Context: an optimization exercise on an open-source flow, tuned for small area. The choices shown serve that exercise and are no tape-out recipe.
Where RTL was checked, it was by simulation tests only, not by an equivalence proof against the original.

==> job 5221 <==
Design dsp, start of the top module:
module dsp(
           rst,
           clk,
           i_enable_tx,
           i_enable_rx,
           i_enable_ber,
           i_phase,
           o_error_count_r,
           o_error_count_i,
           o_bit_count_r,
           o_bit_count_i,
           o_tx,
           o_rx,
           o_led
           );
    input rst;
    input clk;
    input i_enable_tx;
    input i_enable_rx;
    input i_enable_ber;
    input [1:0] i_phase;
    output [63:0] o_error_count_r;
    output [63:0] o_error_count_i;
    output [63:0] o_bit_count_r;
    output [63:0] o_bit_count_i;
    output [15:0] o_tx;
    output [15:0] o_rx;
    output [3:0] o_led;
    wire prbs_out_r;
    wire [7:0] tx_out_r;
    wire [7:0] rx_out_r;
    wire rx_bit_out_r;
    wire prbs_out_i;
    wire [7:0] tx_out_i;
    wire [7:0] rx_out_i;
    wire rx_bit_out_i;
    wire [63:0] bit_count;
    reg [1:0] clk_counter;
    reg [1:0] phase;
    reg ber_rst;
    reg enable_tx;
    reg enable_rx;
    reg [1:0] tx_cs;        
    reg tx_started;         
    reg [1:0] rx_cc;        
    wire valid = (clk_counter == 2'd1);
    assign o_led[0] = enable_tx;
    assign o_led[1] = enable_rx;
    assign o_led[2] = 1'b0;
    assign o_led[3] = ~((|o_error_count_r) | (|o_error_count_i));
    assign o_tx = {tx_out_r, tx_out_i};
    assign o_rx = {rx_out_r, rx_out_i};
    assign o_bit_count_r = bit_count;
    assign o_bit_count_i = bit_count;
    always @(posedge clk or negedge rst) begin
        if (!rst) begin
            clk_counter <= 2'd0;
            phase <= 2'd0;
            ber_rst <= 1'b0;
            enable_tx <= 1'b0;
  ...
Settings: LEC_CHECK=0, CAP_MARGIN=20, CORE_MARGIN=2, CORE_UTILIZATION=55, SLEW_MARGIN=20, SYNTH_HIERARCHICAL=1; clock period 8.0 ns.
run.sh (not shown) runs the stock make flow with config.mk's settings and CLKGATE_MAP_FILE= SYNTH_SCRIPT=/design/flow/synth_recipe.tcl, a recipe that flattens the netlist after the stock synthesis.
==> inputs of job 5610, as changes to job 5221 <==
--- a/flow/design.v
+++ b/flow/design.v
@@ -1,28 +1,32 @@
 module prbs(
             clk,
             rst,
             enable,
             valid,
-            bit_out
+            bit_out_r,
+            bit_out_i
             );
-    parameter SEED = 9'h0;
-    output bit_out;
+    parameter SEED = 9'h1AA;
+    parameter [8:0] MASK_I = 9'b111010101;
+    output bit_out_r;
+    output bit_out_i;
     input rst;
     input clk;
     input enable;
     input valid;
     reg [8:0] buffer;
     always @(posedge clk or negedge rst) begin
         if (!rst)
             buffer <= SEED;
         else if (enable & valid)
             buffer <= {buffer[0] ^ buffer[4], buffer[8:1]};
     end
-    assign bit_out = buffer[0];
+    assign bit_out_r = buffer[0];
+    assign bit_out_i = ^(buffer & MASK_I);
 endmodule
 module tx(
           clk,
           rst,
           enable,
           cs,
           started,
@@ -742,14 +746,15 @@
     assign co = a & b;
 endmodule
 module ber(
            clk,
            rst,
            enable,
            valid,
+           t,
            sx_r,
            dx_r,
            sx_i,
            dx_i,
            error_count_r,
            error_count_i,
            bit_count
@@ -762,62 +767,63 @@
     localparam NC = 1 << CB;
     localparam NG = 1 << (AW - CB - RB);
     localparam NR = NG * NC;            
     input clk;
     input rst;
     input enable;
     input valid;
+    input [RB-1:0] t;       
     input sx_r;
     input dx_r;
     input sx_i;
     input dx_i;
     output [63:0] error_count_r;
     output [63:0] error_count_i;
-    output reg [63:0] bit_count;
+    output [63:0] bit_count;
     reg [AW-1:0] counter;
     reg [AW-1:0] shift;
     reg [AW-1:0] wl;
-    reg [RB-1:0] t;         
     reg adapt;
     wire step = enable & valid;
-    wire [63:0] bit_count_inc;
-    ber_inc inc_bc (.q (bit_count), .inc (1'b1), .d (bit_count_inc));
+    localparam integer NAD = SEQ_LEN * (SEQ_LEN + 1) + 1;
+    localparam [AW-1:0] WL0 = (1 << AW) - (NAD % (1 << AW));
+    reg [63-AW:0] bc_hi;
+    wire [63-AW:0] bc_hi_inc;
+    ber_inc #(.W (64 - AW)) inc_bc (.q (bc_hi), .inc (step & ~adapt & (&wl)), .d (bc_hi_inc));
+    assign bit_count = {bc_hi, adapt ? {AW{1'b0}} : wl};
     wire counter_full = (counter == SEQ_LEN);
     wire end_adapt = (shift == SEQ_LEN);
     wire adapt_next = adapt & ~end_adapt;
     wire [AW-1:0] shift_next = shift + (adapt & counter_full);
     wire [AW-1:0] wl_next = wl + 1'b1;
     always @(posedge clk or negedge rst) begin
         if (!rst)
-            t <= {RB{1'b0}};
+            bc_hi <= {64-AW{1'b0}};
         else
-            t <= t + 1'b1;
+            bc_hi <= bc_hi_inc;
     end
     always @(posedge clk or negedge rst) begin
         if (!rst) begin
             counter <= {AW{1'b0}};
             shift <= {AW{1'b0}};
-            wl <= {AW{1'b0}};
+            wl <= WL0;
             adapt <= 1'b1;
-            bit_count <= 64'd0;
         end
         else if (step) begin
             wl <= wl_next;
             if (adapt) begin
                 if (!counter_full)
                     counter <= counter + 1'b1;
                 else begin
                     counter <= {AW{1'b0}};
                     shift <= shift + 1'b1;
                 end
                 if (end_adapt)
                     adapt <= 1'b0;
             end
-            else
-                bit_count <= bit_count_inc;
         end
     end
     wire [AW-CB-1:0] blk0 = wl[AW-1:CB];
     wire [AW-CB-1:0] blk1 = wl[AW-1:CB] - 1'b1;
     wire pass0 = (blk0[RB-1:0] == ~t);
     wire pass1 = (blk1[RB-1:0] == ~t);
     wire [NR-1:0] we;
@@ -921,70 +927,83 @@
     always @(posedge clk) begin
         if (rpass)
             rd <= rq_sel;
     end
     wire bit_d = (s < NC) ? wd[wl[CB-1:0] - s[CB-1:0]] : (rpass ? rq_sel : rd);
     wire e = bit_d ^ dx;
     wire [AW-1:0] ec_lo = error_count[AW-1:0];
-    wire clr = adapt & (counter_full | end_adapt);
-    wire inc = e & ~(adapt & counter_full);
+    wire clr = step & adapt & (counter_full | end_adapt);
+    wire inc = step & e & ~(adapt & counter_full);
     wire [63:0] ec_inc;
-    ber_inc inc_ec (.q (error_count), .inc (inc), .d (ec_inc));
+    ber_inc #(.W (64)) inc_ec (.q (error_count), .inc (inc), .d (ec_inc));
+    always @(posedge clk or negedge rst) begin
+        if (!rst)
+            error_count <= 64'd0;
+        else begin
+            error_count[AW-1:0] <= clr ? {AW{1'b0}} : ec_inc[AW-1:0];
+            error_count[63:AW] <= ec_inc[63:AW];
+        end
+    end
     wire [AW-1:0] wn = wl + 1'b1;
     always @(posedge clk or negedge rst) begin
         if (!rst) begin
-            error_count <= 64'd0;
             wd <= {NC{1'b0}};
             min_error_count <= {AW{1'b1}};
             min_shift <= {AW{1'b0}};
         end
         else if (step) begin
             wd[wn[CB-1:0]] <= sx;
-            error_count[AW-1:0] <= clr ? {AW{1'b0}} : ec_inc[AW-1:0];
-            error_count[63:AW] <= ec_inc[63:AW];
             if (adapt & counter_full & (ec_lo < min_error_count)) begin
                 min_error_count <= ec_lo;
                 min_shift <= shift;
             end
         end
     end
 endmodule
 module ber_inc(q, inc, d);
-    input [63:0] q;
+    parameter W = 64;
+    localparam NB = (W + 7) / 8;
+    input [W-1:0] q;
     input inc;
-    output [63:0] d;
-    wire [7:0] all1;      
-    wire [8:0] below;     
-    wire [64:0] c;
+    output [W-1:0] d;
+    wire [8*NB-1:0] qx = {{8*NB-W{1'b0}}, q};
+    wire [8*NB-1:0] dx;
+    wire [NB-1:0] all1;      
+    wire [NB:0] below;       
+    wire [8*NB:0] c;
     assign below[0] = 1'b1;
     genvar b, i;
     generate
-        for (b = 0; b < 8; b = b + 1) begin : g_blk
-            assign all1[b] = &q[8*b +: 8];
+        for (b = 0; b < NB; b = b + 1) begin : g_blk
+            assign all1[b] = &qx[8*b +: 8];
             assign below[b+1] = below[b] & all1[b];
             assign c[8*b] = inc & below[b];
             for (i = 0; i < 8; i = i + 1) begin : g_bit
-                assign d[8*b+i] = q[8*b+i] ^ c[8*b+i];
+                assign dx[8*b+i] = qx[8*b+i] ^ c[8*b+i];
                 if (i < 7) begin : g_c
-                    assign c[8*b+i+1] = c[8*b+i] & q[8*b+i];
+                    assign c[8*b+i+1] = c[8*b+i] & qx[8*b+i];
                 end
             end
         end
     endgenerate
+    assign d = dx[W-1:0];
 endmodule
 module ber_sel(d, s, y);
     parameter N = 256;
     localparam SB = $clog2(N);
     input [N-1:0] d;
     input [SB-1:0] s;
     output y;
     generate
-        if (N == 4) begin : g_leaf
+        if (N == 4) begin : g_leaf4
             ber_mux4 m (.d (d), .s (s), .y (y));
         end
+        else if (N == 2) begin : g_leaf2
+            assign y = s[0] ? d[1] : d[0];
+        end
         else begin : g_node
             wire [3:0] part;
             genvar i;
             for (i = 0; i < 4; i = i + 1) begin : g_part
                 ber_sel #(.N (N / 4)) sub (.d (d[i*(N/4) +: N/4]), .s (s[SB-3:0]), .y (part[i]));
             end
             ber_mux4 m (.d (part), .s (s[SB-1:SB-2]), .y (y));
@@ -1030,74 +1049,72 @@
     wire [7:0] rx_out_r;
     wire rx_bit_out_r;
     wire prbs_out_i;
     wire [7:0] tx_out_i;
     wire [7:0] rx_out_i;
     wire rx_bit_out_i;
     wire [63:0] bit_count;
-    reg [1:0] clk_counter;
+    reg [4:0] clk_counter;      
     reg [1:0] phase;
     reg ber_rst;
     reg enable_tx;
     reg enable_rx;
     reg [1:0] tx_cs;        
     reg tx_started;         
     reg [1:0] rx_cc;        
-    wire valid = (clk_counter == 2'd1);
+    wire valid = (clk_counter[1:0] == 2'd1);
     assign o_led[0] = enable_tx;
     assign o_led[1] = enable_rx;
     assign o_led[2] = 1'b0;
     assign o_led[3] = ~((|o_error_count_r) | (|o_error_count_i));
     assign o_tx = {tx_out_r, tx_out_i};
     assign o_rx = {rx_out_r, rx_out_i};
     assign o_bit_count_r = bit_count;
     assign o_bit_count_i = bit_count;
     always @(posedge clk or negedge rst) begin
         if (!rst) begin
-            clk_counter <= 2'd0;
+            clk_counter <= 5'd0;
             phase <= 2'd0;
             ber_rst <= 1'b0;
             enable_tx <= 1'b0;
             enable_rx <= 1'b0;
             tx_cs <= 2'd0;
             tx_started <= 1'b0;
             rx_cc <= 2'd0;
         end
         else begin
-            clk_counter <= clk_counter + 2'd1;
+            clk_counter <= clk_counter + 5'd1;
             phase <= i_phase;
             enable_tx <= i_enable_tx;
             enable_rx <= i_enable_rx;
             ber_rst <= !((i_phase != phase) || (!enable_rx && i_enable_rx));
             if (enable_tx) begin
                 tx_cs <= tx_cs + 2'd1;
                 tx_started <= 1'b1;
             end
             if (enable_rx)
                 rx_cc <= rx_cc + 2'd1;
         end
     end
-    prbs #(.SEED (9'h1AA)) prbs_r (
-        .clk (clk), .rst (rst), .enable (enable_tx), .valid (valid),
-        .bit_out (prbs_out_r));
-    prbs #(.SEED (9'h1FE)) prbs_i (
+    prbs #(.SEED (9'h1AA), .MASK_I (9'b111010101)) prbs0 (
         .clk (clk), .rst (rst), .enable (enable_tx), .valid (valid),
-        .bit_out (prbs_out_i));
+        .bit_out_r (prbs_out_r), .bit_out_i (prbs_out_i));
     tx tx_r (
         .clk (clk), .rst (rst), .enable (enable_tx), .cs (tx_cs), .started (tx_started), .tx_in (prbs_out_r),
         .tx_out (tx_out_r));
     tx tx_i (
         .clk (clk), .rst (rst), .enable (enable_tx), .cs (tx_cs), .started (tx_started), .tx_in (prbs_out_i),
         .tx_out (tx_out_i));
     rx rx_r (
         .clk (clk), .rst (rst), .enable (enable_rx), .rx_in (tx_out_r),
         .sample (rx_cc == phase), .rx_out (rx_out_r), .rx_bit_out (rx_bit_out_r));
     rx rx_i (
         .clk (clk), .rst (rst), .enable (enable_rx), .rx_in (tx_out_i),
         .sample (rx_cc == phase), .rx_out (rx_out_i), .rx_bit_out (rx_bit_out_i));
     ber ber0 (
         .clk (clk), .rst (ber_rst), .enable (i_enable_ber), .valid (valid),
+        .t (clk_counter),
         .sx_r (prbs_out_r), .dx_r (rx_bit_out_r),
         .sx_i (prbs_out_i), .dx_i (rx_bit_out_i),
         .error_count_r (o_error_count_r), .error_count_i (o_error_count_i),
         .bit_count (bit_count));
 endmodule
- CTS_BUF_LIST: not set -> sky130_fd_sc_hd__clkbuf_16 sky130_fd_sc_hd__clkbuf_8
- CTS_CLUSTER_DIAMETER: not set -> 50
- CTS_CLUSTER_SIZE: not set -> 24
==> summary of the runs <==
- In job 5610 the clock skew is lower than in job 5221, by 25 ps.
- Against job 5610, the worst hold slack of job 5221 is higher by 11 ps.
- In job 5610 the worst setup slack is higher than in job 5221, by 9.6 ps.
- Against job 5221, the cell count of job 5610 is smaller by 5.2%.
- Job 5221 ran to the end with no violations. Job 5610 completed with no timing, DRC or antenna violations.
No functional check of the RTL was part of job 5610.

port drivers added, routing unchanged:
Ports are ideal in the flow. The routed layouts listed here were re-timed in OpenROAD.
Step 1, drivers: a clkbuf_16 drives clk and a buf_2 each remaining input, both assumed.
Step 2 times the ports against the registers' clock, not the clock port: input delays grow and output delays shrink by t, the midpoint of the rising clock arrivals with the driver on.
a / b / c = ideal ports / drivers / drivers and shift; a / b = the first two.
| run | t (ns) | setup slack, ns | hold slack, ns | worst setup path at the end | clock arrival spread, ns |
|---|---|---|---|---|---|
| job 5221 | 0.960 | 0.458 / 0.458 / 0.458 | 0.256 / 0.256 / 0.256 | register to register | 0.105 / 0.105 |
| job 5610 | 0.909 | 0.467 / 0.467 / 0.467 | 0.245 / 0.245 / 0.245 | register to register | 0.067 / 0.067 |
After both steps setup and hold are still met in every run listed.
